This is an optimization exercise on Yosys and OpenROAD, whose aim is small area, a short achievable clock period and few clock cycles, not a production implementation.
Function was checked by simulation only, so behaviour that the tests miss may differ from the original.

## flow/design.v (module list and top-level ports; edited modules follow where they fit)
// module FPTrig: 723 lines
// module mul24: 1956 lines
module FPTrig(
    input clock,
    input reset,
    input start,
    input [1:0] func,
    input [31:0] a_in,
    output reg [31:0] result,
    output reg done
    );
  // ...
==> flow/run.sh <==
#!/bin/bash
# synth_recipe.tcl (not shown) runs the flow's synth.tcl, then flattens the netlist and writes it again
# the make line also repeats each setting of config.mk as NAME=value (left out here)
make -C /OpenROAD-flow-scripts/flow DESIGN_CONFIG=/design/flow/config.mk WORK_HOME=/design/flow/orfs CLKGATE_MAP_FILE= SYNTH_SCRIPT=/design/flow/synth_recipe.tcl finish
==> flow/config.mk <==
export PLATFORM = sky130hd
export DESIGN_NAME = FPTrig
export DESIGN_NICKNAME = FPTrig
export VERILOG_FILES = /design/flow/design.v
export SDC_FILE = /design/flow/constraint.sdc
export NUM_CORES = 4
export LEC_CHECK = 0
export ABC_AREA = 1
export CAP_MARGIN = 20
export CORE_MARGIN = 2
export CORE_UTILIZATION = 40
export SETUP_SLACK_MARGIN = 5
export SLEW_MARGIN = 20
==> flow/constraint.sdc <==
create_clock -name core_clock -period 20.0 [get_ports {clock}]
set_input_delay 4.0000 -clock core_clock [delete_from_list [all_inputs] [get_ports {clock}]]
set_output_delay 4.0000 -clock core_clock [all_outputs]
set_load 0.01 [all_outputs]
==> flow_summary.yaml, run 1 <==
placed_design:
  numPlacedInstances: 8956
  pre_cts_ws_ns: 4.32
worst_hold_path:
  min_from: "a3"
  min_to: "a4"
  holdCritPathClass: "reg -> reg"
worst_setup_path:
  cpLargestDelayFamily: "simple AND/OR/NAND/NOR gates"
  critPathCapture: "result[30]"
sta:
  maxSlewViolCount: 0
  rsz0062_at_grt: "no"
  slew_headroom: 0.177
  skew_ns: 0.0169
  fmax_mhz: 72.6
yosys:
  synth_xor_area_frac: 0.0810
  ys_seq_area_frac: 0.0904
  netlist_area_um2: 47100
drt:
  drc: 0
  routed-via-count: 54800
  drt-total-wl_mm: 224
  drt_pass1_iterations: 7
  met1_length_mm: 94.4
clock_tree:
  numCtsBuffers: 17
  cts_htree_levels: 4
  cts_tree: "yes"
  root_buffer: "clkbuf_16"
cells_and_area:
  final_cell_mix: "nand2_1, inv_1, o21ai_0"
  final_common_cell: "nand2_1"
  multi_input_area_share: 0.744
  sequential_cell_total: 149
  clkCellAreaFrac: 0.0114
  fin_area_um2: 49900
job:
  drv_cap: 0
global_route:
  grt_pass1_vias: 50500
status:
  status: "no timing/DRC/antenna violations"
Testbench counts, summed over its fixed seeds: cycles 47,984.
==> run 2: changes to the inputs <==
--- a/flow/design.v
+++ b/flow/design.v
@@ -6,61 +6,39 @@
     input [1:0] func,
     input [31:0] a_in,
     output reg [31:0] result,
     output reg done
     );
     localparam [31:0] ONE  = 32'h3f800000;
     localparam [31:0] PI_2 = 32'h3fc8f5c3;
     function [31:0] fadd_core(input [31:0] a, input [31:0] b);
-        reg [7:0]  ea, eb, emax, e_far, e_near;
-        reg [8:0]  dab, dba;
-        reg        blt, eq, esub, near, d1a, d1b, neg, swap;
-        reg [7:0]  d;
-        reg [23:0] ma, mb, L, Sx, S, Sn;
-        reg [24:0] mf, x1, x2, mn, mfar, mns;
+        reg        swap;
+        reg [7:0]  d, E;
+        reg [23:0] L, Sx, S;
+        reg [24:0] m;
         reg [4:0]  lz;
-        reg [1:0]  lzf;
         begin
-            ea = a[30:23]; eb = b[30:23];
-            ma = {1'b1, a[22:0]}; mb = {1'b1, b[22:0]};
-            esub = a[31] ^ b[31];
-            dab = {1'b0, ea} - {1'b0, eb};
-            dba = {1'b0, eb} - {1'b0, ea};
-            blt = dab[8];                   
-            eq  = ea == eb;
-            emax = blt ? eb : ea;
-            d  = blt ? dba[7:0] : dab[7:0];
-            L  = blt ? mb : ma;
-            Sx = blt ? ma : mb;
+            swap = b[30:0] > a[30:0];
+            d  = swap ? b[30:23] - a[30:23] : a[30:23] - b[30:23];
+            L  = swap ? {1'b1, b[22:0]} : {1'b1, a[22:0]};
+            Sx = swap ? {1'b1, a[22:0]} : {1'b1, b[22:0]};
             S  = (d >= 8'd24) ? 24'd0 : Sx >> d[4:0];
-            mf = esub ? {1'b0, L} - {1'b0, S} : {1'b0, L} + {1'b0, S};
-            lzf = mf[24] ? 2'd0 : (mf[23] ? 2'd1 : 2'd2);
-            mfar = mf << lzf;
-            e_far = emax + 8'd1 - {6'd0, lzf};
-            d1a = dab == 9'd1;              
-            d1b = dba == 9'd1;              
-            Sn = d1a ? {1'b0, mb[23:1]} : (d1b ? {1'b0, ma[23:1]} : mb);
-            x1 = {1'b0, (d1b ? mb : ma)} - {1'b0, Sn};
-            x2 = {1'b0, Sn} - {1'b0, ma};
-            neg = eq & x1[24];              
-            mn = neg ? x2 : x1;
-            mns = mn;
-            lz[4] = mns[23:8] == 16'd0;  if (lz[4]) mns = mns << 16;
-            lz[3] = mns[23:16] == 8'd0;  if (lz[3]) mns = mns << 8;
-            lz[2] = mns[23:20] == 4'd0;  if (lz[2]) mns = mns << 4;
-            lz[1] = mns[23:22] == 2'd0;  if (lz[1]) mns = mns << 2;
-            lz[0] = ~mns[23];            if (lz[0]) mns = mns << 1;
-            near = esub & (eq | d1a | d1b);
-            swap = blt | neg;
-            e_near = emax - (mns[23] ? {3'd0, lz} : 8'd23);
-            if (near)
-                fadd_core = {a[31] ^ swap, e_near, mns[22:0]};
-            else
-                fadd_core = {a[31] ^ (esub & swap), e_far, mfar[23:1]};
+            E  = swap ? b[30:23] : a[30:23];
+            m  = (a[31] ^ b[31]) ? {1'b0, L} - {1'b0, S} : {1'b0, L} + {1'b0, S};
+            if (m[24]) begin
+                fadd_core = {a[31], E + 8'd1, m[23:1]};
+            end else begin
+                lz[4] = m[23:8] == 16'd0;  if (lz[4]) m = m << 16;
+                lz[3] = m[23:16] == 8'd0;  if (lz[3]) m = m << 8;
+                lz[2] = m[23:20] == 4'd0;  if (lz[2]) m = m << 4;
+                lz[1] = m[23:22] == 2'd0;  if (lz[1]) m = m << 2;
+                lz[0] = ~m[23];            if (lz[0]) m = m << 1;
+                fadd_core = {a[31] ^ ((a[31] ^ b[31]) & swap), E - (m[23] ? {3'd0, lz} : 8'd23), m[22:0]};
+            end
         end
     endfunction
     function [31:0] faddsub(input [31:0] a, input [31:0] b, input sub);
         reg [31:0] bb;
         reg a0, b0;
         begin
             bb = {b[31] ^ sub, b[30:0]};
             a0 = a[30:0] == 31'd0;
@@ -70,662 +48,153 @@
             else if (sub && a == b)
                 faddsub = 32'd0;
             else if (a0)
                 faddsub = bb;
             else
                 faddsub = fadd_core(a, bb);
         end
     endfunction
+    function [3:0] add15(input [3:0] x, input [3:0] y);
+        reg [4:0] s, t;
+        begin
+            s = {1'b0, x} + {1'b0, y};
+            t = {1'b0, x} + {1'b0, y} + 5'd1;
+            add15 = t[4] ? t[3:0] : s[3:0];
+        end
+    endfunction
+    function [3:0] qd15(input [3:0] r, input [3:0] d);
+        reg [4:0] t;
+        begin
+            t = {1'b0, r} + {1'b0, d} + 5'd1;
+            qd15 = r + {3'd0, t[4]};
+        end
+    endfunction
     function [31:0] fdivk(input [31:0] a, input [1:0] k, input [7:0] ed);
-        reg        ge;
-        reg [27:0] v;
-        reg [1:0]  r3 [1:7];
-        reg [2:0]  r5 [1:7];
-        reg [22:0] q;
-        reg [3:0]  qd;
+        reg        ge, p25, k5;
+        reg [23:0] n;
+        reg [21:0] u;
+        reg [2:0]  g;
+        reg [26:0] x, y, t;
+        reg [31:0] v;
+        reg [3:0]  c [0:7];
+        reg [3:0]  s1, s2, s3, s4, s5, s6, p23, p45, p123;
+        reg [23:0] q;
+        reg [7:0]  e;
         reg [8:0]  te;
         integer i;
         begin
+            n  = {1'b1, a[22:0]};
+            k5 = k == 2'd2;
+            u   = n[23:2];
+            g   = n[1] ? (n[0] ? 3'd6 : 3'd3) : 3'd0;
+            p25 = n >= 24'd11184811;
             case (k)
-            2'd0: begin
-                ge = a[22];
-                v  = ge ? {3'd0, 1'b1, a[22:0], 1'b0} : {2'd0, 1'b1, a[22:0], 2'b01};
-            end
-            2'd1: begin
-                ge = a[22] & a[21] & a[20];
-                v  = ge ? {1'b0, 1'b1, a[22:0], 3'b011} : {1'b1, a[22:0], 4'b0111};
-            end
-            default: begin
-                ge = a[22] | a[21];
-                v  = ge ? {2'd0, 1'b1, a[22:0], 2'b01} : {1'd0, 1'b1, a[22:0], 3'b010};
-            end
+            2'd0:    ge = a[22];
+            2'd1:    ge = a[22] & a[21] & a[20];
+            default: ge = ~p25 | (n >= 24'd13981014);
             endcase
-            r3[7] = 2'd0;
-            r5[7] = 3'd0;
-            for (i = 6; i >= 1; i = i - 1) begin
-                r3[i] = m3add(r3[i+1], v[4*i +: 4]);
-                r5[i] = m5add(r5[i+1], v[4*i +: 4]);
-            end
-            for (i = 0; i < 6; i = i + 1) begin
-                case (k)
-                2'd0:    qd = q3(r3[i+1], v[4*i +: 4]);
-                2'd1:    qd = q15(r3[i+1], r5[i+1], v[4*i +: 4]);
-                default: qd = q5(r5[i+1], v[4*i +: 4]);
-                endcase
-                if (i < 5) q[4*i +: 4] = qd;
-                else       q[22:20] = qd[2:0];
-            end
-            te = {1'b0, a[30:23]} - {1'b0, ed} + 9'd127 - {8'd0, ~ge};
-            if (a[30:23] == 8'd255)
+            x = k5 ? {5'd0, u} : {3'd0, n};
+            y = k5 ? {2'd0, u, g} : {1'b0, n, 2'b00};
+            t = x + y + {26'd0, ~k[1] & ~k[0] & ~ge};
+            case (k)
+            2'd0:    v = ge ? {4'd0, t, 1'b0} : {3'd0, t, 2'b01};           
+            2'd1:    v = ge ? {5'd0, n, 3'b011} : {4'd0, n, 4'b0111};       
+            default: v = p25 ? (ge ? {3'd0, t, 2'b11} : {2'd0, t, 3'b110})   
+                             : {2'd0, t, 3'b011};                             
+            endcase
+            for (i = 0; i < 8; i = i + 1)
+                c[i] = (v[4*i +: 4] == 4'd15) ? 4'd0 : v[4*i +: 4];
+            s6   = add15(c[6], c[7]);
+            p45  = add15(c[4], c[5]);
+            p23  = add15(c[2], c[3]);
+            s5   = add15(c[5], s6);
+            s4   = add15(p45, s6);
+            p123 = add15(c[1], p23);
+            s3   = add15(c[3], s4);
+            s2   = add15(p23, s4);
+            s1   = add15(p123, s4);
+            q = {qd15(s6, v[23:20]), qd15(s5, v[19:16]), qd15(s4, v[15:12]),
+                 qd15(s3, v[11:8]), qd15(s2, v[7:4]), qd15(s1, v[3:0])};
+            e  = k5 ? a[30:23] + 8'd1 + {7'd0, p25} : a[30:23];
+            te = {1'b0, e} - {1'b0, ed} + 9'd127 - {8'd0, ~ge};
+            if (k5 && a[30:0] == 31'd0)
+                fdivk = 32'd0;
+            else if (e == 8'd255)
                 fdivk = {a[31], 8'd255, 23'd0};
             else if (te[8])
                 fdivk = {a[31], te[7] ? 8'd0 : 8'd255, 23'd0};
             else
-                fdivk = {a[31], te[7:0], q};
+                fdivk = {a[31], te[7:0], q[22:0]};
         end
     endfunction
     function [31:0] fhalf(input [31:0] a);
         begin
             if (a[30:23] == 8'd255)
                 fhalf = {a[31], 8'd255, 23'd0};
             else if (a[30:23] == 8'd0)
                 fhalf = {a[31], 31'd0};
             else
                 fhalf = {a[31], a[30:23] - 8'd1, a[22:0]};
         end
     endfunction
-    function [31:0] fmul3(input [31:0] a);
-        reg [25:0] p;
-        begin
-            p = {1'b1, a[22:0], 1'b0} + {2'b01, a[22:0]};
-            if (a[30:0] == 31'b0)
-                fmul3 = 32'b0;
-            else if (p[25])
-                fmul3 = {a[31], a[30:23] + 8'd2, p[24:2]};
-            else
-                fmul3 = {a[31], a[30:23] + 8'd1, p[23:2], 1'b0};
-        end
-    endfunction
-    reg [31:0] X, R2, R3;
+    reg [31:0] X, A;
     reg sn1, sn2, sn3, sn4, sn5;
     reg c1, c2, c3, c4;
     reg a1, a2, a3, a4, a5, a6;
     reg ac1, ac2, ac3, ac4, ac5;
     wire first = sn1 | c1 | a1 | ac1;
     wire last  = sn5 | c4 | a6 | ac5;
     wire busy  = first | sn2 | sn3 | sn4 | c2 | c3 | a2 | a3 | a4 | a5 | ac2 | ac3 | ac4;
-    wire mb_r3 = sn3 | a3 | ac3;
-    wire [31:0] mul_a = first ? X : R2;
-    wire [31:0] mul_b = ({32{first | sn2 | a2 | ac2}} & X) | ({32{c2}} & R2) | ({32{mb_r3}} & R3);
+    wire m3    = sn3 | a3 | ac3;           
+    wire m4    = sn4 | a4 | ac4;           
+    wire [31:0] mul_a = first ? X : A;
+    wire [31:0] mul_b = ({32{first | sn2 | a2 | ac2}} & X) | ({32{c2}} & A) | ({32{m3}} & result);
     wire [47:0] mul_p;
     mul24 u_mul(.x({1'b1, mul_a[22:0]}), .z({1'b1, mul_b[22:0]}), .p(mul_p));
     wire [7:0]  mul_e = mul_a[30:23] + mul_b[30:23] - 8'd126;
     wire [31:0] mul_y = (mul_a[30:0] == 31'b0 || mul_b[30:0] == 31'b0) ? 32'b0 :
                         mul_p[47] ? {mul_a[31] ^ mul_b[31], mul_e, mul_p[46:24]} :
                                     {mul_a[31] ^ mul_b[31], mul_e - 8'd1, mul_p[45:24], 1'b0};
-    wire [31:0] div_in = ({32{mb_r3}} & R3) | ({32{sn4 | c3}} & result) |
-                         ({32{a4 | ac4}} & fmul3(a4 ? result : R2));
+    wire [31:0] div_in = m4 ? A : result;
     wire [1:0]  div_k  = sn4 ? 2'd1 : ((a4 | ac4) ? 2'd2 : 2'd0);
     wire [7:0]  div_ed = c3 ? 8'd131 : (sn4 ? 8'd133 : ((a4 | ac4) ? 8'd132 : 8'd129));
     wire [31:0] div_y  = fdivk(div_in, div_k, div_ed);
-    wire [31:0] add_a = ({32{sn4 | a6}} & X) | ({32{sn5 | c4}} & R3) | ({32{c2}} & ONE) |
-                        ({32{a5 | ac4 | ac5}} & result) | ({32{ac2}} & PI_2);
-    wire [31:0] add_b = ({32{sn4 | a5 | ac4}} & R3) | ({32{sn5 | c4 | a6}} & result) |
-                        ({32{c2}} & fhalf(R2)) | ({32{ac2}} & X) | ({32{ac5}} & R2);
+    wire [31:0] add_a = ({32{sn4 | a6 | ac4}} & X) | ({32{sn5 | ac5}} & result) | ({32{c2}} & ONE) |
+                        ({32{c4 | a5}} & A) | ({32{ac2}} & PI_2);
+    wire [31:0] add_b = ({32{sn4 | c4 | a5 | ac4}} & result) | ({32{sn5 | a6 | ac5}} & A) |
+                        ({32{c2}} & fhalf(A)) | ({32{ac2}} & X);
     wire        add_sub = sn4 | c2 | ac2 | ac4 | ac5;
     wire [31:0] add_y = faddsub(add_a, add_b, add_sub);
     always @(posedge clock) begin
         if (reset) begin
             {sn1, sn2, sn3, sn4, sn5} <= 5'd0;
             {c1, c2, c3, c4} <= 4'd0;
             {a1, a2, a3, a4, a5, a6} <= 6'd0;
             {ac1, ac2, ac3, ac4, ac5} <= 5'd0;
         end else begin
             sn1 <= start & ~busy & (func == 2'd0);
             c1  <= start & ~busy & (func == 2'd1);
             a1  <= start & ~busy & (func == 2'd2);
-            ac1  <= start & ~busy & (func == 2'd3);
+            ac1 <= start & ~busy & (func == 2'd3);
             {sn2, sn3, sn4, sn5} <= {sn1, sn2, sn3, sn4};
             {c2, c3, c4} <= {c1, c2, c3};
             {a2, a3, a4, a5, a6} <= {a1, a2, a3, a4, a5};
             {ac2, ac3, ac4, ac5} <= {ac1, ac2, ac3, ac4};
         end
         done <= ~reset & last;
         if (start & ~busy) X <= a_in;
-        if (first | ac3) R2 <= mul_y;
-        else if (ac4) R2 <= div_y;
-        if (sn2 | a2 | ac2) R3 <= mul_y;
-        else if (mb_r3) R3 <= div_y;
-        else if (sn4 | c2) R3 <= add_y;
-        if (c2 | sn3 | a3) result <= mul_y;
-        else if (c3 | sn4 | a4) result <= div_y;
-        else if (sn5 | c4 | a5 | a6 | ac2 | ac4 | ac5) result <= add_y;
+        else if (ac2) X <= add_y;
+        if (first | m3) A <= mul_y;
+        else if (m4) A <= div_y;
+        else if (c2 | a5) A <= add_y;
+        if (sn2 | a2 | ac2 | c2) result <= mul_y;
+        else if (m3 | c3) result <= div_y;
+        else if (sn4 | sn5 | c4 | a6 | ac4 | ac5) result <= add_y;
     end
-    function [1:0] m3add(input [1:0] r, input [3:0] d);
-        case ({r, d})
-        6'd0: m3add = 2'd0;
-        6'd1: m3add = 2'd1;
-        6'd2: m3add = 2'd2;
-        6'd3: m3add = 2'd0;
-        6'd4: m3add = 2'd1;
-        6'd5: m3add = 2'd2;
-        6'd6: m3add = 2'd0;
-        6'd7: m3add = 2'd1;
-        6'd8: m3add = 2'd2;
-        6'd9: m3add = 2'd0;
-        6'd10: m3add = 2'd1;
-        6'd11: m3add = 2'd2;
-        6'd12: m3add = 2'd0;
-        6'd13: m3add = 2'd1;
-        6'd14: m3add = 2'd2;
-        6'd15: m3add = 2'd0;
-        6'd16: m3add = 2'd1;
-        6'd17: m3add = 2'd2;
-        6'd18: m3add = 2'd0;
-        6'd19: m3add = 2'd1;
-        6'd20: m3add = 2'd2;
-        6'd21: m3add = 2'd0;
-        6'd22: m3add = 2'd1;
-        6'd23: m3add = 2'd2;
-        6'd24: m3add = 2'd0;
-        6'd25: m3add = 2'd1;
-        6'd26: m3add = 2'd2;
-        6'd27: m3add = 2'd0;
-        6'd28: m3add = 2'd1;
-        6'd29: m3add = 2'd2;
-        6'd30: m3add = 2'd0;
-        6'd31: m3add = 2'd1;
-        6'd32: m3add = 2'd2;
-        6'd33: m3add = 2'd0;
-        6'd34: m3add = 2'd1;
-        6'd35: m3add = 2'd2;
-        6'd36: m3add = 2'd0;
-        6'd37: m3add = 2'd1;
-        6'd38: m3add = 2'd2;
-        6'd39: m3add = 2'd0;
-        6'd40: m3add = 2'd1;
-        6'd41: m3add = 2'd2;
-        6'd42: m3add = 2'd0;
-        6'd43: m3add = 2'd1;
-        6'd44: m3add = 2'd2;
-        6'd45: m3add = 2'd0;
-        6'd46: m3add = 2'd1;
-        6'd47: m3add = 2'd2;
-        default: m3add = 2'd0;
-        endcase
-    endfunction
-    function [2:0] m5add(input [2:0] r, input [3:0] d);
-        case ({r, d})
-        7'd0: m5add = 3'd0;
-        7'd1: m5add = 3'd1;
-        7'd2: m5add = 3'd2;
-        7'd3: m5add = 3'd3;
-        7'd4: m5add = 3'd4;
-        7'd5: m5add = 3'd0;
-        7'd6: m5add = 3'd1;
-        7'd7: m5add = 3'd2;
-        7'd8: m5add = 3'd3;
-        7'd9: m5add = 3'd4;
-        7'd10: m5add = 3'd0;
-        7'd11: m5add = 3'd1;
-        7'd12: m5add = 3'd2;
-        7'd13: m5add = 3'd3;
-        7'd14: m5add = 3'd4;
-        7'd15: m5add = 3'd0;
-        7'd16: m5add = 3'd1;
-        7'd17: m5add = 3'd2;
-        7'd18: m5add = 3'd3;
-        7'd19: m5add = 3'd4;
-        7'd20: m5add = 3'd0;
-        7'd21: m5add = 3'd1;
-        7'd22: m5add = 3'd2;
-        7'd23: m5add = 3'd3;
-        7'd24: m5add = 3'd4;
-        7'd25: m5add = 3'd0;
-        7'd26: m5add = 3'd1;
-        7'd27: m5add = 3'd2;
-        7'd28: m5add = 3'd3;
-        7'd29: m5add = 3'd4;
-        7'd30: m5add = 3'd0;
-        7'd31: m5add = 3'd1;
-        7'd32: m5add = 3'd2;
-        7'd33: m5add = 3'd3;
-        7'd34: m5add = 3'd4;
-        7'd35: m5add = 3'd0;
-        7'd36: m5add = 3'd1;
-        7'd37: m5add = 3'd2;
-        7'd38: m5add = 3'd3;
-        7'd39: m5add = 3'd4;
-        7'd40: m5add = 3'd0;
-        7'd41: m5add = 3'd1;
-        7'd42: m5add = 3'd2;
-        7'd43: m5add = 3'd3;
-        7'd44: m5add = 3'd4;
-        7'd45: m5add = 3'd0;
-        7'd46: m5add = 3'd1;
-        7'd47: m5add = 3'd2;
-        7'd48: m5add = 3'd3;
-        7'd49: m5add = 3'd4;
-        7'd50: m5add = 3'd0;
-        7'd51: m5add = 3'd1;
-        7'd52: m5add = 3'd2;
-        7'd53: m5add = 3'd3;
-        7'd54: m5add = 3'd4;
-        7'd55: m5add = 3'd0;
-        7'd56: m5add = 3'd1;
-        7'd57: m5add = 3'd2;
-        7'd58: m5add = 3'd3;
-        7'd59: m5add = 3'd4;
-        7'd60: m5add = 3'd0;
-        7'd61: m5add = 3'd1;
-        7'd62: m5add = 3'd2;
-        7'd63: m5add = 3'd3;
-        7'd64: m5add = 3'd4;
-        7'd65: m5add = 3'd0;
-        7'd66: m5add = 3'd1;
-        7'd67: m5add = 3'd2;
-        7'd68: m5add = 3'd3;
-        7'd69: m5add = 3'd4;
-        7'd70: m5add = 3'd0;
-        7'd71: m5add = 3'd1;
-        7'd72: m5add = 3'd2;
-        7'd73: m5add = 3'd3;
-        7'd74: m5add = 3'd4;
-        7'd75: m5add = 3'd0;
-        7'd76: m5add = 3'd1;
-        7'd77: m5add = 3'd2;
-        7'd78: m5add = 3'd3;
-        7'd79: m5add = 3'd4;
-        default: m5add = 3'd0;
-        endcase
-    endfunction
-    function [3:0] q3(input [1:0] r, input [3:0] d);
-        case ({r, d})
-        6'd0: q3 = 4'd0;
-        6'd1: q3 = 4'd0;
-        6'd2: q3 = 4'd0;
-        6'd3: q3 = 4'd1;
-        6'd4: q3 = 4'd1;
-        6'd5: q3 = 4'd1;
-        6'd6: q3 = 4'd2;
-        6'd7: q3 = 4'd2;
-        6'd8: q3 = 4'd2;
-        6'd9: q3 = 4'd3;
-        6'd10: q3 = 4'd3;
-        6'd11: q3 = 4'd3;
-        6'd12: q3 = 4'd4;
-        6'd13: q3 = 4'd4;
-        6'd14: q3 = 4'd4;
-        6'd15: q3 = 4'd5;
-        6'd16: q3 = 4'd5;
-        6'd17: q3 = 4'd5;
-        6'd18: q3 = 4'd6;
-        6'd19: q3 = 4'd6;
-        6'd20: q3 = 4'd6;
-        6'd21: q3 = 4'd7;
-        6'd22: q3 = 4'd7;
-        6'd23: q3 = 4'd7;
-        6'd24: q3 = 4'd8;
-        6'd25: q3 = 4'd8;
-        6'd26: q3 = 4'd8;
-        6'd27: q3 = 4'd9;
-        6'd28: q3 = 4'd9;
-        6'd29: q3 = 4'd9;
-        6'd30: q3 = 4'd10;
-        6'd31: q3 = 4'd10;
-        6'd32: q3 = 4'd10;
-        6'd33: q3 = 4'd11;
-        6'd34: q3 = 4'd11;
-        6'd35: q3 = 4'd11;
-        6'd36: q3 = 4'd12;
-        6'd37: q3 = 4'd12;
-        6'd38: q3 = 4'd12;
-        6'd39: q3 = 4'd13;
-        6'd40: q3 = 4'd13;
-        6'd41: q3 = 4'd13;
-        6'd42: q3 = 4'd14;
-        6'd43: q3 = 4'd14;
-        6'd44: q3 = 4'd14;
-        6'd45: q3 = 4'd15;
-        6'd46: q3 = 4'd15;
-        6'd47: q3 = 4'd15;
-        default: q3 = 4'd0;
-        endcase
-    endfunction
-    function [3:0] q5(input [2:0] r, input [3:0] d);
-        case ({r, d})
-        7'd0: q5 = 4'd0;
-        7'd1: q5 = 4'd0;
-        7'd2: q5 = 4'd0;
-        7'd3: q5 = 4'd0;
-        7'd4: q5 = 4'd0;
-        7'd5: q5 = 4'd1;
-        7'd6: q5 = 4'd1;
-        7'd7: q5 = 4'd1;
-        7'd8: q5 = 4'd1;
-        7'd9: q5 = 4'd1;
-        7'd10: q5 = 4'd2;
-        7'd11: q5 = 4'd2;
-        7'd12: q5 = 4'd2;
-        7'd13: q5 = 4'd2;
-        7'd14: q5 = 4'd2;
-        7'd15: q5 = 4'd3;
-        7'd16: q5 = 4'd3;
-        7'd17: q5 = 4'd3;
-        7'd18: q5 = 4'd3;
-        7'd19: q5 = 4'd3;
-        7'd20: q5 = 4'd4;
-        7'd21: q5 = 4'd4;
-        7'd22: q5 = 4'd4;
-        7'd23: q5 = 4'd4;
-        7'd24: q5 = 4'd4;
-        7'd25: q5 = 4'd5;
-        7'd26: q5 = 4'd5;
-        7'd27: q5 = 4'd5;
-        7'd28: q5 = 4'd5;
-        7'd29: q5 = 4'd5;
-        7'd30: q5 = 4'd6;
-        7'd31: q5 = 4'd6;
-        7'd32: q5 = 4'd6;
-        7'd33: q5 = 4'd6;
-        7'd34: q5 = 4'd6;
-        7'd35: q5 = 4'd7;
-        7'd36: q5 = 4'd7;
-        7'd37: q5 = 4'd7;
-        7'd38: q5 = 4'd7;
-        7'd39: q5 = 4'd7;
-        7'd40: q5 = 4'd8;
-        7'd41: q5 = 4'd8;
-        7'd42: q5 = 4'd8;
-        7'd43: q5 = 4'd8;
-        7'd44: q5 = 4'd8;
-        7'd45: q5 = 4'd9;
-        7'd46: q5 = 4'd9;
-        7'd47: q5 = 4'd9;
-        7'd48: q5 = 4'd9;
-        7'd49: q5 = 4'd9;
-        7'd50: q5 = 4'd10;
-        7'd51: q5 = 4'd10;
-        7'd52: q5 = 4'd10;
-        7'd53: q5 = 4'd10;
-        7'd54: q5 = 4'd10;
-        7'd55: q5 = 4'd11;
-        7'd56: q5 = 4'd11;
-        7'd57: q5 = 4'd11;
-        7'd58: q5 = 4'd11;
-        7'd59: q5 = 4'd11;
-        7'd60: q5 = 4'd12;
-        7'd61: q5 = 4'd12;
-        7'd62: q5 = 4'd12;
-        7'd63: q5 = 4'd12;
-        7'd64: q5 = 4'd12;
-        7'd65: q5 = 4'd13;
-        7'd66: q5 = 4'd13;
-        7'd67: q5 = 4'd13;
-        7'd68: q5 = 4'd13;
-        7'd69: q5 = 4'd13;
-        7'd70: q5 = 4'd14;
-        7'd71: q5 = 4'd14;
-        7'd72: q5 = 4'd14;
-        7'd73: q5 = 4'd14;
-        7'd74: q5 = 4'd14;
-        7'd75: q5 = 4'd15;
-        7'd76: q5 = 4'd15;
-        7'd77: q5 = 4'd15;
-        7'd78: q5 = 4'd15;
-        7'd79: q5 = 4'd15;
-        default: q5 = 4'd0;
-        endcase
-    endfunction
-    function [3:0] q15(input [1:0] r3, input [2:0] r5, input [3:0] d);
-        case ({r3, r5, d})
-        9'd0: q15 = 4'd0;
-        9'd1: q15 = 4'd0;
-        9'd2: q15 = 4'd0;
-        9'd3: q15 = 4'd0;
-        9'd4: q15 = 4'd0;
-        9'd5: q15 = 4'd0;
-        9'd6: q15 = 4'd0;
-        9'd7: q15 = 4'd0;
-        9'd8: q15 = 4'd0;
-        9'd9: q15 = 4'd0;
-        9'd10: q15 = 4'd0;
-        9'd11: q15 = 4'd0;
-        9'd12: q15 = 4'd0;
-        9'd13: q15 = 4'd0;
-        9'd14: q15 = 4'd0;
-        9'd15: q15 = 4'd1;
-        9'd16: q15 = 4'd6;
-        9'd17: q15 = 4'd6;
-        9'd18: q15 = 4'd6;
-        9'd19: q15 = 4'd6;
-        9'd20: q15 = 4'd6;
-        9'd21: q15 = 4'd6;
-        9'd22: q15 = 4'd6;
-        9'd23: q15 = 4'd6;
-        9'd24: q15 = 4'd6;
-        9'd25: q15 = 4'd7;
-        9'd26: q15 = 4'd7;
-        9'd27: q15 = 4'd7;
-        9'd28: q15 = 4'd7;
-        9'd29: q15 = 4'd7;
-        9'd30: q15 = 4'd7;
-        9'd31: q15 = 4'd7;
-        9'd32: q15 = 4'd12;
-        9'd33: q15 = 4'd12;
-        9'd34: q15 = 4'd12;
-        9'd35: q15 = 4'd13;
-        9'd36: q15 = 4'd13;
-        9'd37: q15 = 4'd13;
-        9'd38: q15 = 4'd13;
-        9'd39: q15 = 4'd13;
-        9'd40: q15 = 4'd13;
-        9'd41: q15 = 4'd13;
-        9'd42: q15 = 4'd13;
-        9'd43: q15 = 4'd13;
-        9'd44: q15 = 4'd13;
-        9'd45: q15 = 4'd13;
-        9'd46: q15 = 4'd13;
-        9'd47: q15 = 4'd13;
-        9'd48: q15 = 4'd3;
-        9'd49: q15 = 4'd3;
-        9'd50: q15 = 4'd3;
-        9'd51: q15 = 4'd3;
-        9'd52: q15 = 4'd3;
-        9'd53: q15 = 4'd3;
-        9'd54: q15 = 4'd3;
-        9'd55: q15 = 4'd3;
-        9'd56: q15 = 4'd3;
-        9'd57: q15 = 4'd3;
-        9'd58: q15 = 4'd3;
-        9'd59: q15 = 4'd3;
-        9'd60: q15 = 4'd4;
-        9'd61: q15 = 4'd4;
-        9'd62: q15 = 4'd4;
-        9'd63: q15 = 4'd4;
-        9'd64: q15 = 4'd9;
-        9'd65: q15 = 4'd9;
-        9'd66: q15 = 4'd9;
-        9'd67: q15 = 4'd9;
-        9'd68: q15 = 4'd9;
-        9'd69: q15 = 4'd9;
-        9'd70: q15 = 4'd10;
-        9'd71: q15 = 4'd10;
-        9'd72: q15 = 4'd10;
-        9'd73: q15 = 4'd10;
-        9'd74: q15 = 4'd10;
-        9'd75: q15 = 4'd10;
-        9'd76: q15 = 4'd10;
-        9'd77: q15 = 4'd10;
-        9'd78: q15 = 4'd10;
-        9'd79: q15 = 4'd10;
-        9'd128: q15 = 4'd10;
-        9'd129: q15 = 4'd10;
-        9'd130: q15 = 4'd10;
-        9'd131: q15 = 4'd10;
-        9'd132: q15 = 4'd10;
-        9'd133: q15 = 4'd11;
-        9'd134: q15 = 4'd11;
-        9'd135: q15 = 4'd11;
-        9'd136: q15 = 4'd11;
-        9'd137: q15 = 4'd11;
-        9'd138: q15 = 4'd11;
-        9'd139: q15 = 4'd11;
-        9'd140: q15 = 4'd11;
-        9'd141: q15 = 4'd11;
-        9'd142: q15 = 4'd11;
-        9'd143: q15 = 4'd11;
-        9'd144: q15 = 4'd1;
-        9'd145: q15 = 4'd1;
-        9'd146: q15 = 4'd1;
-        9'd147: q15 = 4'd1;
-        9'd148: q15 = 4'd1;
-        9'd149: q15 = 4'd1;
-        9'd150: q15 = 4'd1;
-        9'd151: q15 = 4'd1;
-        9'd152: q15 = 4'd1;
-        9'd153: q15 = 4'd1;
-        9'd154: q15 = 4'd1;
-        9'd155: q15 = 4'd1;
-        9'd156: q15 = 4'd1;
-        9'd157: q15 = 4'd1;
-        9'd158: q15 = 4'd2;
-        9'd159: q15 = 4'd2;
-        9'd160: q15 = 4'd7;
-        9'd161: q15 = 4'd7;
-        9'd162: q15 = 4'd7;
-        9'd163: q15 = 4'd7;
-        9'd164: q15 = 4'd7;
-        9'd165: q15 = 4'd7;
-        9'd166: q15 = 4'd7;
-        9'd167: q15 = 4'd7;
-        9'd168: q15 = 4'd8;
-        9'd169: q15 = 4'd8;
-        9'd170: q15 = 4'd8;
-        9'd171: q15 = 4'd8;
-        9'd172: q15 = 4'd8;
-        9'd173: q15 = 4'd8;
-        9'd174: q15 = 4'd8;
-        9'd175: q15 = 4'd8;
-        9'd176: q15 = 4'd13;
-        9'd177: q15 = 4'd13;
-        9'd178: q15 = 4'd14;
-        9'd179: q15 = 4'd14;
-        9'd180: q15 = 4'd14;
-        9'd181: q15 = 4'd14;
-        9'd182: q15 = 4'd14;
-        9'd183: q15 = 4'd14;
-        9'd184: q15 = 4'd14;
-        9'd185: q15 = 4'd14;
-        9'd186: q15 = 4'd14;
-        9'd187: q15 = 4'd14;
-        9'd188: q15 = 4'd14;
-        9'd189: q15 = 4'd14;
-        9'd190: q15 = 4'd14;
-        9'd191: q15 = 4'd14;
-        9'd192: q15 = 4'd4;
-        9'd193: q15 = 4'd4;
-        9'd194: q15 = 4'd4;
-        9'd195: q15 = 4'd4;
-        9'd196: q15 = 4'd4;
-        9'd197: q15 = 4'd4;
-        9'd198: q15 = 4'd4;
-        9'd199: q15 = 4'd4;
-        9'd200: q15 = 4'd4;
-        9'd201: q15 = 4'd4;
-        9'd202: q15 = 4'd4;
-        9'd203: q15 = 4'd5;
-        9'd204: q15 = 4'd5;
-        9'd205: q15 = 4'd5;
-        9'd206: q15 = 4'd5;
-        9'd207: q15 = 4'd5;
-        9'd256: q15 = 4'd5;
-        9'd257: q15 = 4'd5;
-        9'd258: q15 = 4'd5;
-        9'd259: q15 = 4'd5;
-        9'd260: q15 = 4'd5;
-        9'd261: q15 = 4'd5;
-        9'd262: q15 = 4'd5;
-        9'd263: q15 = 4'd5;
-        9'd264: q15 = 4'd5;
-        9'd265: q15 = 4'd5;
-        9'd266: q15 = 4'd6;
-        9'd267: q15 = 4'd6;
-        9'd268: q15 = 4'd6;
-        9'd269: q15 = 4'd6;
-        9'd270: q15 = 4'd6;
-        9'd271: q15 = 4'd6;
-        9'd272: q15 = 4'd11;
-        9'd273: q15 = 4'd11;
-        9'd274: q15 = 4'd11;
-        9'd275: q15 = 4'd11;
-        9'd276: q15 = 4'd12;
-        9'd277: q15 = 4'd12;
-        9'd278: q15 = 4'd12;
-        9'd279: q15 = 4'd12;
-        9'd280: q15 = 4'd12;
-        9'd281: q15 = 4'd12;
-        9'd282: q15 = 4'd12;
-        9'd283: q15 = 4'd12;
-        9'd284: q15 = 4'd12;
-        9'd285: q15 = 4'd12;
-        9'd286: q15 = 4'd12;
-        9'd287: q15 = 4'd12;
-        9'd288: q15 = 4'd2;
-        9'd289: q15 = 4'd2;
-        9'd290: q15 = 4'd2;
-        9'd291: q15 = 4'd2;
-        9'd292: q15 = 4'd2;
-        9'd293: q15 = 4'd2;
-        9'd294: q15 = 4'd2;
-        9'd295: q15 = 4'd2;
-        9'd296: q15 = 4'd2;
-        9'd297: q15 = 4'd2;
-        9'd298: q15 = 4'd2;
-        9'd299: q15 = 4'd2;
-        9'd300: q15 = 4'd2;
-        9'd301: q15 = 4'd3;
-        9'd302: q15 = 4'd3;
-        9'd303: q15 = 4'd3;
-        9'd304: q15 = 4'd8;
-        9'd305: q15 = 4'd8;
-        9'd306: q15 = 4'd8;
-        9'd307: q15 = 4'd8;
-        9'd308: q15 = 4'd8;
-        9'd309: q15 = 4'd8;
-        9'd310: q15 = 4'd8;
-        9'd311: q15 = 4'd9;
-        9'd312: q15 = 4'd9;
-        9'd313: q15 = 4'd9;
-        9'd314: q15 = 4'd9;
-        9'd315: q15 = 4'd9;
-        9'd316: q15 = 4'd9;
-        9'd317: q15 = 4'd9;
-        9'd318: q15 = 4'd9;
-        9'd319: q15 = 4'd9;
-        9'd320: q15 = 4'd14;
-        9'd321: q15 = 4'd15;
-        9'd322: q15 = 4'd15;
-        9'd323: q15 = 4'd15;
-        9'd324: q15 = 4'd15;
-        9'd325: q15 = 4'd15;
-        9'd326: q15 = 4'd15;
-        9'd327: q15 = 4'd15;
-        9'd328: q15 = 4'd15;
-        9'd329: q15 = 4'd15;
-        9'd330: q15 = 4'd15;
-        9'd331: q15 = 4'd15;
-        9'd332: q15 = 4'd15;
-        9'd333: q15 = 4'd15;
-        9'd334: q15 = 4'd15;
-        9'd335: q15 = 4'd15;
-        default: q15 = 4'd0;
-        endcase
-    endfunction
 endmodule
 module mul24(input [23:0] x, input [23:0] z, output [47:0] p);
     wire bo0;
     wire bt0;
     wire bn0;
     wire pp0_0;
     wire pp0_1;
     wire pp0_2;
==> flow/flow/run.sh (new file) <==
#!/bin/bash
# The standard layout (the standard.sh, standard synthesis included) with
# a larger setup margin for the resizer's timing repair, so that it keeps
# shortening paths below the 20 ns clock. Full make output goes to flow.log.
set -euo pipefail
bash standard.sh SETUP_SLACK_MARGIN=11 finish > flow.log 2>&1
==> flow/standard.sh (new file) <==
#!/bin/bash
# synth_recipe.tcl (not shown) runs the flow's synth.tcl, then flattens the netlist and writes it again
# the make line also repeats each setting of config.mk as NAME=value (left out here)
make -C /OpenROAD-flow-scripts/flow DESIGN_CONFIG=/design/flow/config.mk WORK_HOME=/design/flow/orfs CLKGATE_MAP_FILE= SYNTH_SCRIPT=/design/flow/synth_recipe.tcl "${@:-finish}"
==> flow/config.mk (replaced) <==
export PLATFORM = sky130hd
export DESIGN_NAME = FPTrig
export DESIGN_NICKNAME = FPTrig
export VERILOG_FILES = /design/flow/design.v
export SDC_FILE = /design/flow/constraint.sdc
export NUM_CORES = 4
export LEC_CHECK = 0
export ABC_AREA = 1
export CAP_MARGIN = 20
export CORE_MARGIN = 2
export CORE_UTILIZATION = 30
export SLEW_MARGIN = 20
removed: flow/run.sh
==> run 2 against run 1 <==
Via count is 20% lower. Clock-buffer cell count is 8 higher. Hold slack better by 0.028 ns. Critical path depth is 2 higher. Setup slack better by 2.3 ns. Cell area is 2.4% lower. Highest routed layer unchanged. Area after synthesis is 21% lower. Cell count is 15% lower.
==> flow_summary.yaml, run 2 <==
sta:
  fin_crit_ns: 11.45
  setup_viol: 0
  fmax_mhz: 87.3
  slew_headroom: 0.192
  period_share: 0.573
  setup-tns-final_ns: 0
  maxSlewViolCount: 0
  fin_ws_ns: 8.55
  hold_viol: 0
  tightest_slew_ns: 1.20
  skew_ns: 0.0160
  rsz0062_at_grt: "yes"
clock_tree:
  ctsHoldBuffers: 0
  root_buffer: "clkbuf_16"
  numCtsBuffers: 17
  cts_htree_levels: 4
  clock_latency_ns: 0.45
  cts.clk_slew.worst_paths_ns: 0.06
  clock-sinks: 117
  cts_tree: "yes"
  clock_path_buffers: 2
drt:
  drc: 0
  wl_per_cell_um: 23.3
  viasPerCell: 5.76
  antenna_left: 0
  routed-via-count: 44000
  drt_pass1_iterations: 7
  drt-total-wl_mm: 178
  drtIter0Drc: 5901
yosys:
  yosys_warnings: 2
  yosys.cell_count.top_type: "nand2_1"
  synth_common_cells: "nand2_1, inv_1, xor2_1, nand3_1, nor2_1"
  ys_seq_area_frac: 0.0885
  synth_top_area_frac: 0.139
  yosysTopAreaCell: "fa_1"
  synthCells: 5693
  netlist_area_um2: 37300
  synth_area_leaders: "fa_1, nand2_1, ha_1"
  synth.lib_cells_used.distinct: 67
  synth-edff-count: 96
  ys_async_sr_fraction: 0
  ys_ff_latch: 117
  synth_ff_type: "edfxtp_1"
  syn_area_per_cell_um2: 6.56
global_route:
  grt.overflow.total: 0
  grt_pass1_wl_mm: 261
  antenna_found_initial: 4
  grt_pass1_vias: 42100
  grtUsageTotal: 0.268
  grt_max_degree: 57
status:
  status: "no timing/DRC/antenna violations"
die:
  start_util: 0.302
  dieHeight_um: 357
  rows: 129
  die_w_um: 357
  io_pins: 70
  die-area_um2: 127000
  core_area_um2: 124000
worst_setup_path:
  slowest_delay_ns: 0.60
  start_kind: "flop"
  cpLargestDelayFamily: "adder cells"
  crit_required_ns: 20.20
  worstPathArrival_ns: 11.65
  crit_buf_inv: 16
  slowest_stage: "fa_2"
  crit_path_frequent_cell: "ha_4"
  end_kind: "flop"
  critPathKind: "reg -> reg"
  cp_max_fo: 5
cells_and_area:
  final_cell_mix: "nand2_1, inv_1, buf_4"
  area_growth_pct: 30.5
  fin_nets: 6583
  drive_above_1_share: 0.229
  fin_area_um2: 48700
  final_common_cell: "nand2_1"
  antennaDiodeCount: 0
  reg_top3: "A (32), X (32), result (32)"
worst_hold_path:
  holdCritPathClass: "reg -> reg"
placed_design:
  numPortBuffers: 69
  pre_cts_ws_ns: 6.20
  place_congestion: 1.02
  dpl_cell_area_um2: 40400
  dp_hpwl_mm: 124
job:
  drv_cap: 0
-- run 2: cell count changes in the layout (fill, tap and decap cells not counted), moves of 44 or more --
cell,previous run,this run
nand2_1,1798,1018
o21ai_0,576,246
inv_1,1057,792
buf_4,140,401
nand3_1,464,226
nor2_1,498,270
a21oi_1,454,259
nand2_2,38,147
nand3_2,25,116
ha_1,292,236
o211ai_1,111,60
ha_4,0,48
nand2_4,21,69
nor3_1,81,37
-- run 2: layout make-up --
| type | instances | area [µm²] |
|---|---|---|
| Clock buffer | 25 | 519 |
| Clock inverter | 7 | 43.8 |
| Fill cell | 12800 | 74900 |
| Inverter | 879 | 3490 |
| Multi-Input combinational cell | 4420 | 34200 |
| Sequential cell | 117 | 3310 |
| Tap cell | 1637 | 2050 |
| Timing Repair Buffer | 546 | 5030 |
| Timing Repair inverter | 7 | 75.1 |
-- run 2: cell families after synthesis --
family,count (synthesis),synth area share
and+or+nand+nor,2164,0.250
AOI/OAI and AO/OA,1202,0.189
buffers and inverters,1173,0.121
adders and majority gates,559,0.239
xor gates and xnor gates,476,0.112
DFF,117,0.0885
other,1,0.000100
muxes,1,0.000268
-- run 2: path summary, 6_finish.rpt --
kind,startpoint,to,slack (ns),depth (start not counted)
max,sn4,result[6],8.55,71
min,ac3,ac4,0.45,2
max reg2reg,sn4,result[6],8.55,71
min reg2reg,ac3,ac4,0.45,2
-- run 2: stage by stage --
| step | cells | utilization | hold slack, ns |
|---|---|---|---|
| final | 7638 | 0.394 | 0.453 |
| after global placement | 7204 | 0.327 | 0.445 |
| after detailed placement | 7204 | 0.327 | 0.447 |
| after floorplan | 5694 | - | 0.413 |
| after global routing | 7638 | 0.394 | 0.470 |
| after CTS | 7549 | 0.377 | 0.448 |
-- run 2: tightest hold or removal path, cell delays in order (launching register included) --
cell	delay, ns
dfxtp_1	0.33
inv_1	0.06
nor2_1	0.03
-- run 2: per-layer routing --
metal	GRT usage	wire, µm
met1	0.348	69000
met5	0	39
met2	0.407	75500
met3	0.0612	21400
met4	0.151	12300
-- run 2: timing repair --
| action | CTS | global route |
|---|---|---|
| pin swaps | 285 | 244 |
| buffers inserted | 279 | 86 |
| gates cloned | 34 | 3 |
| resized for setup | 623 | 318 |
| endpoints found under the setup margin | 96 | 96 |
Testbench counts of run 2, summed over its fixed seeds: cycles 47,984.
==> run 3: changes to the inputs <==
--- a/flow/flow/run.sh
+++ b/flow/flow/run.sh
@@ -5,2 +5,2 @@
 set -euo pipefail
-bash standard.sh SETUP_SLACK_MARGIN=11 finish > flow.log 2>&1
+bash standard.sh SETUP_SLACK_MARGIN=13 finish > flow.log 2>&1
==> run 3 against run 2 <==
Clock-buffer cell count shrank 2. Highest routed layer unchanged. Sequential share of layout area is essentially flat. Largest cell class unchanged. Area after synthesis is the same. Critical path type unchanged. Cell area shrank 0.27%.
==> flow_summary.yaml, run 3 <==
placed_design:
  dpl_cell_area_um2: 40400
  numPortBuffers: 69
  place_congestion: 0.995
  dp_hpwl_mm: 124
global_route:
  grt.overflow.total: 0
  grt_use_met1: 0.346
  grt_pass1_vias: 42600
  grtUsageTotal: 0.269
  grt_max_degree: 57
  antenna_found_initial: 2
  grt_pass1_wl_mm: 263
  grtUsageMet2: 0.412
  top_usage_layer: "met2"
  use_met3: 0.0699
drt:
  drt-total-wl_mm: 179
  antenna_left: 0
  routed-via-count: 44200
  drtIter0Drc: 5428
  wl_per_cell_um: 23.3
  viasPerCell: 5.74
  drt_pass1_iterations: 9
  drc: 0
clock_tree:
  cts.clk_slew.worst_paths_ns: 0.06
  clock_latency_ns: 0.45
  ctsHoldBuffers: 0
  cts_htree_levels: 4
  cts_tree: "yes"
  clock_path_buffers: 2
  root_buffer: "clkbuf_16"
  numCtsBuffers: 17
  clock-sinks: 117
worst_hold_path:
  min_from: "ac3"
  holdCritPathClass: "reg -> reg"
yosys:
  synth_area_leaders: "fa_1, nand2_1, ha_1"
  synth_common_cells: "nand2_1, inv_1, xor2_1, nand3_1, nor2_1"
  ys_seq_area_frac: 0.0885
  syn_area_per_cell_um2: 6.56
  netlist_area_um2: 37300
  yosys_warnings: 2
  ys_async_sr_fraction: 0
  yosys.cell_count.top_type: "nand2_1"
  synth-edff-count: 96
  ys_ff_latch: 117
  synth.lib_cells_used.distinct: 67
  synthCells: 5693
  yosysTopAreaCell: "fa_1"
  synth_ff_type: "edfxtp_1"
  synth_top_area_frac: 0.139
worst_setup_path:
  crit_required_ns: 20.30
  critPathCapture: "A[10]"
  crit_path_frequent_cell: "ha_4"
  end_kind: "flop"
  slowest_stage: "fa_2"
  r2r_start: "ac4"
  reg2reg_depth: 63
  timing.reg2reg.setup_slack_ns: 8.39
  worstPathArrival_ns: 11.90
  slowest_delay_ns: 0.57
  cp_max_fo: 7
  r2r-end: "A[10]"
  critPathKind: "reg -> reg"
  start_kind: "flop"
  crit_path_start: "ac4"
sta:
  fin_crit_ns: 11.61
  fmax_mhz: 86.2
  setup_viol: 0
  setup-tns-final_ns: 0
  tightest_slew_ns: 1.38
  hold_viol: 0
  period_share: 0.580
  rsz0062_at_grt: "yes"
  skew_ns: 0.00809
  slew_headroom: 0.0773
  maxSlewViolCount: 0
die:
  rows: 129
  core_area_um2: 124000
  die-area_um2: 127000
  die_w_um: 357
  io_pins: 70
  dieHeight_um: 357
  start_util: 0.302
job:
  drv_cap: 0
cells_and_area:
  fin_util: 0.393
  fin_nets: 6644
  final_common_cell: "nand2_1"
  drive_above_1_share: 0.223
  area_growth_pct: 30.1
  nFillCells: 12800
  reg_top3: "A (32), X (32), result (32)"
  fin_area_um2: 48600
  final_cell_mix: "nand2_1, inv_1, buf_4"
status:
  status: "no timing/DRC/antenna violations"
-- run 3: what timing repair did --
action                     in CTS  in global routing
gates cloned                   38                  1
pin swaps                     311                270
gates resized for setup       585                283
setup endpoints to repair      96                 96
buffers inserted              315                116
-- run 3: logic make-up (layout without fill, tap and decap cells) --
logic type | Yosys count | after routing | share of synthesized area
simple gates | 2164 | 2184 | 0.250
fa+ha+maj | 559 | 559 | 0.239
buf+inv | 1173 | 1517 | 0.121
flops | 117 | 117 | 0.0885
mux | 1 | 1 | 0.000268
compound gates | 1202 | 1206 | 0.189
other cells | 1 | 4 | 0.000100
xor+xnor | 476 | 476 | 0.112
-- run 3: worst min path at each step --
stage / end / slack, ns / cells past startpoint
after floorplan: ac2 / 0.41 / 2
after detailed placement: a4 / 0.45 / 2
final: ac4 / 0.45 / 2
after CTS: a4 / 0.45 / 2
after global routing: a4 / 0.48 / 2
after global placement: ac4 / 0.44 / 2
-- run 3: layout make-up --
type,count,area [µm²],share of cell area
antenna,2,5.00,0.000103
clock buffer,23,509,0.0105
clock inverter,9,65.1,0.00134
inverter,879,3450,0.0709
multi-input combinational,4428,33800,0.696
sequential,117,3310,0.0681
tap,1637,2050,0.0422
timing repair buffer,599,5350,0.110
timing repair inverter,7,52.6,0.00108
-- run 3: routing by layer --
metal,vias up,part of all wire
met4,2,0.066
met1,21000,0.39
li1,19700,-
met3,672,0.12
met5,-,0.000073
met2,2860,0.43
-- run 3: metrics by stage --
| stage | setup WS [ns] | hold WS, ns | instances |
|---|---|---|---|
| 2_1_floorplan | 9.22 | 0.413 | 5694 |
| 3_3_place_gp | 5.58 | 0.442 | 7196 |
| 3_5_place_dp | 5.29 | 0.445 | 7197 |
| 4_1_cts | 8.86 | 0.455 | 7582 |
| 5_1_grt | 7.95 | 0.478 | 7699 |
| 6_report | 8.39 | 0.446 | 7701 |
-- run 3: worst max-delay path, delay by kind of cell, from the launching register on --
kind,cells,cell delay [ns]
adder cells (fa/ha/maj),12,3.50
AND/OR/NAND/NOR,16,2.01
flip-flops,1,0.33
XOR/XNOR,8,1.55
buffers and inverters,13,1.40
AO/OA/AOI/OAI,14,2.62
==> module FPTrig, before the edit <==
module FPTrig(
    input clock,
    input reset,
    input start,
    input [1:0] func,
    input [31:0] a_in,
    output reg [31:0] result,
    output reg done
    );
    localparam [31:0] ONE  = 32'h3f800000;
    localparam [31:0] PI_2 = 32'h3fc8f5c3;
    function [31:0] fadd_core(input [31:0] a, input [31:0] b);
        reg        swap;
        reg [7:0]  d, E;
        reg [23:0] L, Sx, S;
        reg [24:0] m;
        reg [4:0]  lz;
        begin
            swap = b[30:0] > a[30:0];
            d  = swap ? b[30:23] - a[30:23] : a[30:23] - b[30:23];
            L  = swap ? {1'b1, b[22:0]} : {1'b1, a[22:0]};
            Sx = swap ? {1'b1, a[22:0]} : {1'b1, b[22:0]};
            S  = (d >= 8'd24) ? 24'd0 : Sx >> d[4:0];
            E  = swap ? b[30:23] : a[30:23];
            m  = (a[31] ^ b[31]) ? {1'b0, L} - {1'b0, S} : {1'b0, L} + {1'b0, S};
            if (m[24]) begin
                fadd_core = {a[31], E + 8'd1, m[23:1]};
            end else begin
                lz[4] = m[23:8] == 16'd0;  if (lz[4]) m = m << 16;
                lz[3] = m[23:16] == 8'd0;  if (lz[3]) m = m << 8;
                lz[2] = m[23:20] == 4'd0;  if (lz[2]) m = m << 4;
                lz[1] = m[23:22] == 2'd0;  if (lz[1]) m = m << 2;
                lz[0] = ~m[23];            if (lz[0]) m = m << 1;
                fadd_core = {a[31] ^ ((a[31] ^ b[31]) & swap), E - (m[23] ? {3'd0, lz} : 8'd23), m[22:0]};
            end
        end
    endfunction
    function [31:0] faddsub(input [31:0] a, input [31:0] b, input sub);
        reg [31:0] bb;
        reg a0, b0;
        begin
            bb = {b[31] ^ sub, b[30:0]};
            a0 = a[30:0] == 31'd0;
            b0 = b[30:0] == 31'd0;
            if (sub ? b0 : (b0 & ~a0))
                faddsub = a;
            else if (sub && a == b)
                faddsub = 32'd0;
            else if (a0)
                faddsub = bb;
            else
                faddsub = fadd_core(a, bb);
        end
    endfunction
    function [3:0] add15(input [3:0] x, input [3:0] y);
        reg [4:0] s, t;
        begin
            s = {1'b0, x} + {1'b0, y};
            t = {1'b0, x} + {1'b0, y} + 5'd1;
            add15 = t[4] ? t[3:0] : s[3:0];
        end
    endfunction
    function [3:0] qd15(input [3:0] r, input [3:0] d);
        reg [4:0] t;
        begin
            t = {1'b0, r} + {1'b0, d} + 5'd1;
            qd15 = r + {3'd0, t[4]};
        end
    endfunction
    function [31:0] fdivk(input [31:0] a, input [1:0] k, input [7:0] ed);
        reg        ge, p25, k5;
        reg [23:0] n;
        reg [21:0] u;
        reg [2:0]  g;
        reg [26:0] x, y, t;
        reg [31:0] v;
        reg [3:0]  c [0:7];
        reg [3:0]  s1, s2, s3, s4, s5, s6, p23, p45, p123;
        reg [23:0] q;
        reg [7:0]  e;
        reg [8:0]  te;
        integer i;
        begin
            n  = {1'b1, a[22:0]};
            k5 = k == 2'd2;
            u   = n[23:2];
            g   = n[1] ? (n[0] ? 3'd6 : 3'd3) : 3'd0;
            p25 = n >= 24'd11184811;
            case (k)
            2'd0:    ge = a[22];
            2'd1:    ge = a[22] & a[21] & a[20];
            default: ge = ~p25 | (n >= 24'd13981014);
            endcase
            x = k5 ? {5'd0, u} : {3'd0, n};
            y = k5 ? {2'd0, u, g} : {1'b0, n, 2'b00};
            t = x + y + {26'd0, ~k[1] & ~k[0] & ~ge};
            case (k)
            2'd0:    v = ge ? {4'd0, t, 1'b0} : {3'd0, t, 2'b01};           
            2'd1:    v = ge ? {5'd0, n, 3'b011} : {4'd0, n, 4'b0111};       
            default: v = p25 ? (ge ? {3'd0, t, 2'b11} : {2'd0, t, 3'b110})   
                             : {2'd0, t, 3'b011};                             
            endcase
            for (i = 0; i < 8; i = i + 1)
                c[i] = (v[4*i +: 4] == 4'd15) ? 4'd0 : v[4*i +: 4];
            s6   = add15(c[6], c[7]);
            p45  = add15(c[4], c[5]);
            p23  = add15(c[2], c[3]);
            s5   = add15(c[5], s6);
            s4   = add15(p45, s6);
            p123 = add15(c[1], p23);
            s3   = add15(c[3], s4);
            s2   = add15(p23, s4);
            s1   = add15(p123, s4);
            q = {qd15(s6, v[23:20]), qd15(s5, v[19:16]), qd15(s4, v[15:12]),
                 qd15(s3, v[11:8]), qd15(s2, v[7:4]), qd15(s1, v[3:0])};
            e  = k5 ? a[30:23] + 8'd1 + {7'd0, p25} : a[30:23];
            te = {1'b0, e} - {1'b0, ed} + 9'd127 - {8'd0, ~ge};
            if (k5 && a[30:0] == 31'd0)
                fdivk = 32'd0;
            else if (e == 8'd255)
                fdivk = {a[31], 8'd255, 23'd0};
            else if (te[8])
                fdivk = {a[31], te[7] ? 8'd0 : 8'd255, 23'd0};
            else
                fdivk = {a[31], te[7:0], q[22:0]};
        end
    endfunction
    function [31:0] fhalf(input [31:0] a);
        begin
            if (a[30:23] == 8'd255)
                fhalf = {a[31], 8'd255, 23'd0};
            else if (a[30:23] == 8'd0)
                fhalf = {a[31], 31'd0};
            else
                fhalf = {a[31], a[30:23] - 8'd1, a[22:0]};
        end
    endfunction
    reg [31:0] X, A;
    reg sn1, sn2, sn3, sn4, sn5;
    reg c1, c2, c3, c4;
    reg a1, a2, a3, a4, a5, a6;
    reg ac1, ac2, ac3, ac4, ac5;
    wire first = sn1 | c1 | a1 | ac1;
    wire last  = sn5 | c4 | a6 | ac5;
    wire busy  = first | sn2 | sn3 | sn4 | c2 | c3 | a2 | a3 | a4 | a5 | ac2 | ac3 | ac4;
    wire m3    = sn3 | a3 | ac3;           
    wire m4    = sn4 | a4 | ac4;           
    wire [31:0] mul_a = first ? X : A;
    wire [31:0] mul_b = ({32{first | sn2 | a2 | ac2}} & X) | ({32{c2}} & A) | ({32{m3}} & result);
    wire [47:0] mul_p;
    mul24 u_mul(.x({1'b1, mul_a[22:0]}), .z({1'b1, mul_b[22:0]}), .p(mul_p));
    wire [7:0]  mul_e = mul_a[30:23] + mul_b[30:23] - 8'd126;
    wire [31:0] mul_y = (mul_a[30:0] == 31'b0 || mul_b[30:0] == 31'b0) ? 32'b0 :
                        mul_p[47] ? {mul_a[31] ^ mul_b[31], mul_e, mul_p[46:24]} :
                                    {mul_a[31] ^ mul_b[31], mul_e - 8'd1, mul_p[45:24], 1'b0};
    wire [31:0] div_in = m4 ? A : result;
    wire [1:0]  div_k  = sn4 ? 2'd1 : ((a4 | ac4) ? 2'd2 : 2'd0);
    wire [7:0]  div_ed = c3 ? 8'd131 : (sn4 ? 8'd133 : ((a4 | ac4) ? 8'd132 : 8'd129));
    wire [31:0] div_y  = fdivk(div_in, div_k, div_ed);
    wire [31:0] add_a = ({32{sn4 | a6 | ac4}} & X) | ({32{sn5 | ac5}} & result) | ({32{c2}} & ONE) |
                        ({32{c4 | a5}} & A) | ({32{ac2}} & PI_2);
    wire [31:0] add_b = ({32{sn4 | c4 | a5 | ac4}} & result) | ({32{sn5 | a6 | ac5}} & A) |
                        ({32{c2}} & fhalf(A)) | ({32{ac2}} & X);
    wire        add_sub = sn4 | c2 | ac2 | ac4 | ac5;
    wire [31:0] add_y = faddsub(add_a, add_b, add_sub);
    always @(posedge clock) begin
        if (reset) begin
            {sn1, sn2, sn3, sn4, sn5} <= 5'd0;
            {c1, c2, c3, c4} <= 4'd0;
            {a1, a2, a3, a4, a5, a6} <= 6'd0;
            {ac1, ac2, ac3, ac4, ac5} <= 5'd0;
        end else begin
            sn1 <= start & ~busy & (func == 2'd0);
            c1  <= start & ~busy & (func == 2'd1);
            a1  <= start & ~busy & (func == 2'd2);
            ac1 <= start & ~busy & (func == 2'd3);
            {sn2, sn3, sn4, sn5} <= {sn1, sn2, sn3, sn4};
            {c2, c3, c4} <= {c1, c2, c3};
            {a2, a3, a4, a5, a6} <= {a1, a2, a3, a4, a5};
            {ac2, ac3, ac4, ac5} <= {ac1, ac2, ac3, ac4};
        end
        done <= ~reset & last;
        if (start & ~busy) X <= a_in;
        else if (ac2) X <= add_y;
        if (first | m3) A <= mul_y;
        else if (m4) A <= div_y;
        else if (c2 | a5) A <= add_y;
        if (sn2 | a2 | ac2 | c2) result <= mul_y;
        else if (m3 | c3) result <= div_y;
        else if (sn4 | sn5 | c4 | a6 | ac4 | ac5) result <= add_y;
    end
endmodule
==> run 4: changes to the inputs <==
--- a/flow/design.v
+++ b/flow/design.v
@@ -56,14 +56,23 @@
     function [3:0] add15(input [3:0] x, input [3:0] y);
-        reg [4:0] s, t;
+        reg [3:0] g, p, c;
         begin
-            s = {1'b0, x} + {1'b0, y};
-            t = {1'b0, x} + {1'b0, y} + 5'd1;
-            add15 = t[4] ? t[3:0] : s[3:0];
+            g = x & y;
+            p = x | y;
+            c[0] = g[3] | (p[3] & g[2]) | (p[3] & p[2] & g[1]) | (p[3] & p[2] & p[1] & g[0]);
+            c[1] = g[0] | (p[0] & c[0]);
+            c[2] = g[1] | (p[1] & g[0]) | (p[1] & p[0] & c[0]);
+            c[3] = g[2] | (p[2] & g[1]) | (p[2] & p[1] & g[0]) | (p[2] & p[1] & p[0] & c[0]);
+            add15 = x ^ y ^ c;
         end
     endfunction
-    function [3:0] qd15(input [3:0] r, input [3:0] d);
-        reg [4:0] t;
+    function [3:0] qd15(input [3:0] r15, input [3:0] d);
+        reg [3:0] r, g, p;
+        reg       ge;
         begin
-            t = {1'b0, r} + {1'b0, d} + 5'd1;
-            qd15 = r + {3'd0, t[4]};
+            r = (r15 == 4'd15) ? 4'd0 : r15;
+            g = r & d;
+            p = r ^ d;
+            ge = g[3] | (p[3] & g[2]) | (p[3] & p[2] & g[1]) | (p[3] & p[2] & p[1] & g[0]) |
+                 (p[3] & p[2] & p[1] & p[0]);
+            qd15 = {r[3] ^ (ge & r[2] & r[1] & r[0]), r[2] ^ (ge & r[1] & r[0]), r[1] ^ (ge & r[0]), r[0] ^ ge};
         end
@@ -104,3 +113,3 @@
             for (i = 0; i < 8; i = i + 1)
-                c[i] = (v[4*i +: 4] == 4'd15) ? 4'd0 : v[4*i +: 4];
+                c[i] = v[4*i +: 4];
             s6   = add15(c[6], c[7]);
--- a/flow/flow/run.sh
+++ b/flow/flow/run.sh
@@ -5,2 +5,2 @@
 set -euo pipefail
-bash standard.sh SETUP_SLACK_MARGIN=13 finish > flow.log 2>&1
+bash standard.sh SETUP_SLACK_MARGIN=11 finish > flow.log 2>&1
==> run 4 against run 3 <==
Still clean on timing, DRC and antenna. Utilization down 1.1 points. Critical path depth up 10. Synthesized cell count up 1.1%. Clock skew up 0.0041 ns. Sequential share of layout area up 0.17 points. Setup slack better by 0.50 ns. Global-route usage up 0.72 points. Fmax up 4.5%. First-iteration DRC count up 2.0%. Area after synthesis up 0.68%. Critical endpoint is now result[30].
==> flow_summary.yaml, run 4 <==
status:
  status: "no timing/DRC/antenna violations"
global_route:
  antenna_found_initial: 8
  top_usage_layer: "met2"
  use_met3: 0.0684
  grt_use_met1: 0.365
  grtUsageTotal: 0.276
  grtUsageMet2: 0.412
  grt_pass1_wl_mm: 269
worst_setup_path:
  cpLargestDelayFamily: "simple AND/OR/NAND/NOR gates"
  crit_path_frequent_cell: "nand2_2"
  cp_max_fo: 8
  start_kind: "flop"
  slowest_stage: "xnor2_1"
  crit_buf_inv: 13
  critPathKind: "reg -> reg"
  slowest_delay_ns: 0.70
  worstPathArrival_ns: 11.26
  crit_required_ns: 20.15
  cp.depth: 73
drt:
  drt_pass1_iterations: 7
  routed-via-count: 43700
  viasPerCell: 5.71
  drt-total-wl_mm: 183
  drc: 0
  drtIter0Drc: 5536
  wl_per_cell_um: 23.9
  antenna_left: 0
sta:
  rsz0062_at_grt: "yes"
  fin_crit_ns: 11.11
  maxSlewViolCount: 0
  setup-tns-final_ns: 0
  setup_viol: 0
  period_share: 0.555
  fin_hold_ws_ns: 0.433
  skew_ns: 0.0122
  fmax_mhz: 90.0
  tightest_slew_ns: 1.22
clock_tree:
  cts_tree: "yes"
  clock_path_buffers: 2
  clock_latency_ns: 0.44
  clock-sinks: 117
  cts.clk_slew.worst_paths_ns: 0.06
yosys:
  synth_ff_type: "edfxtp_1"
  synth-edff-count: 96
  yosys.cell_count.top_type: "nand2_1"
  synth.lib_cells_used.distinct: 67
  synth_area_leaders: "fa_1, nand2_1, ha_1"
  yosys_warnings: 2
  synth_common_cells: "nand2_1, inv_1, xor2_1, nor2_1, nand3_1"
  ys_seq_area_frac: 0.0879
  synth_top_area_frac: 0.138
  yosysTopAreaCell: "fa_1"
  netlist_area_um2: 37600
  ys_ff_latch: 117
die:
  start_util: 0.303
  dieHeight_um: 358
  core_area_um2: 124000
cells_and_area:
  final_cell_mix: "nand2_1, inv_1, buf_4"
  area_growth_pct: 26.1
placed_design:
  dp_hpwl_mm: 131
  numPortBuffers: 69
worst_hold_path:
  holdCritPathClass: "reg -> reg"
job:
  drv_cap: 0
==> run 4: per-stage QoR <==
step	area (µm²)	worst slack, ns	util	std cells
floorplan	38200	10.0	-	5756
global placement	40600	5.50	0.327	7283
detailed placement	40600	5.35	0.327	7283
CTS	45800	9.29	0.369	7582
global route	47400	8.31	0.382	7657
finish	47400	8.89	0.382	7661
==> run 4: path summary, 6_finish.rpt <==
path / start / to / slack, ns
worst max-delay path: A[24] / result[30] / 8.89
worst min-delay path: a1 / a2 / 0.43
worst max register to register: A[24] / result[30] / 8.89
worst min register to register: a1 / a2 / 0.43
==> run 4: area by class of cell <==
cell class	count	area, µm²
tap	1637	2050
clock inverter	4	26.3
fill	13100	76600
timing repair buffer	500	4650
clock buffer	28	592
multi-input combinational	4415	33000
timing repair inverter	6	61.3
inverter	950	3690
antenna	4	10.0
sequential	117	3310
==> run 4: timing repair <==
action | CTS | global route
resized for setup | 491 | 229
setup endpoints to repair | 96 | 96
buffers inserted | 237 | 72
gates cloned | 30 | 0
pin swaps | 186 | 164
==> run 4: worst register-to-register path: cells and delay by family, from the launching register on <==
kind / cells / cell delay [ns]
flops: 1 / 0.43
xor+xnor: 4 / 1.11
simple gates: 37 / 4.28
compound gates: 14 / 2.01
buf+inv: 13 / 1.70
fa+ha+maj: 5 / 1.31
==> run 4: routing by layer <==
layer  vias to the layer above  share of wire  wire length, µm
met1                     20800           0.40            72400
li1                      19500              -                -
met3                       639           0.12            21300
met4                         8          0.066            12000
met5                         -        0.00028               51
met2                      2844           0.42            77300
==> run 4: cell families (layout without fill, tap and decap cells) <==
logic type	after synthesis	after routing	synth area share
flip-flops	117	117	0.0879
other	2	6	0.000200
XOR/XNOR	434	434	0.101
multiplexers	1	1	0.000266
AND/OR/NAND/NOR	2171	2181	0.248
adder cells (fa/ha/maj)	583	583	0.246
buffers and inverters	1237	1488	0.128
AO/OA/AOI/OAI	1211	1214	0.189
Testbench counts of run 4, summed over its fixed seeds: cycles 47,984.

separate check: timing with driven ports:
How much do the figures lean on ideal ports? The routed layouts below were timed once more, with nothing changed but the port constraints. Step 1 (the two cells are an assumption about what drives the block):
set clk [get_ports {clock}]
set_driving_cell -lib_cell sky130_fd_sc_hd__clkbuf_16 $clk
set_driving_cell -lib_cell sky130_fd_sc_hd__buf_2 [delete_from_list [all_inputs] $clk]
Step 2 also shifts input and output timing later by t, the mid clock arrival at the registers, as if the neighbouring blocks saw the same clock. Slacks: no drivers / after step 1 / after step 2; pairs: no drivers / after step 1.
run | t (ns) | slack for setup (ns) | worst hold slack (ns) | worst setup path at the end
run 1 | 0.561 | 6.231 / 6.231 / 6.231 | 0.424 / 0.424 / 0.424 | register to register
run 2 | 0.488 | 8.546 / 8.546 / 8.546 | 0.453 / 0.453 / 0.453 | register to register
run 3 | 0.491 | 8.393 / 8.393 / 8.393 | 0.446 / 0.446 / 0.446 | register to register
run 4 | 0.480 | 8.893 / 8.893 / 8.893 | 0.433 / 0.433 / 0.433 | register to register
After both steps setup and hold are still met in every run listed.
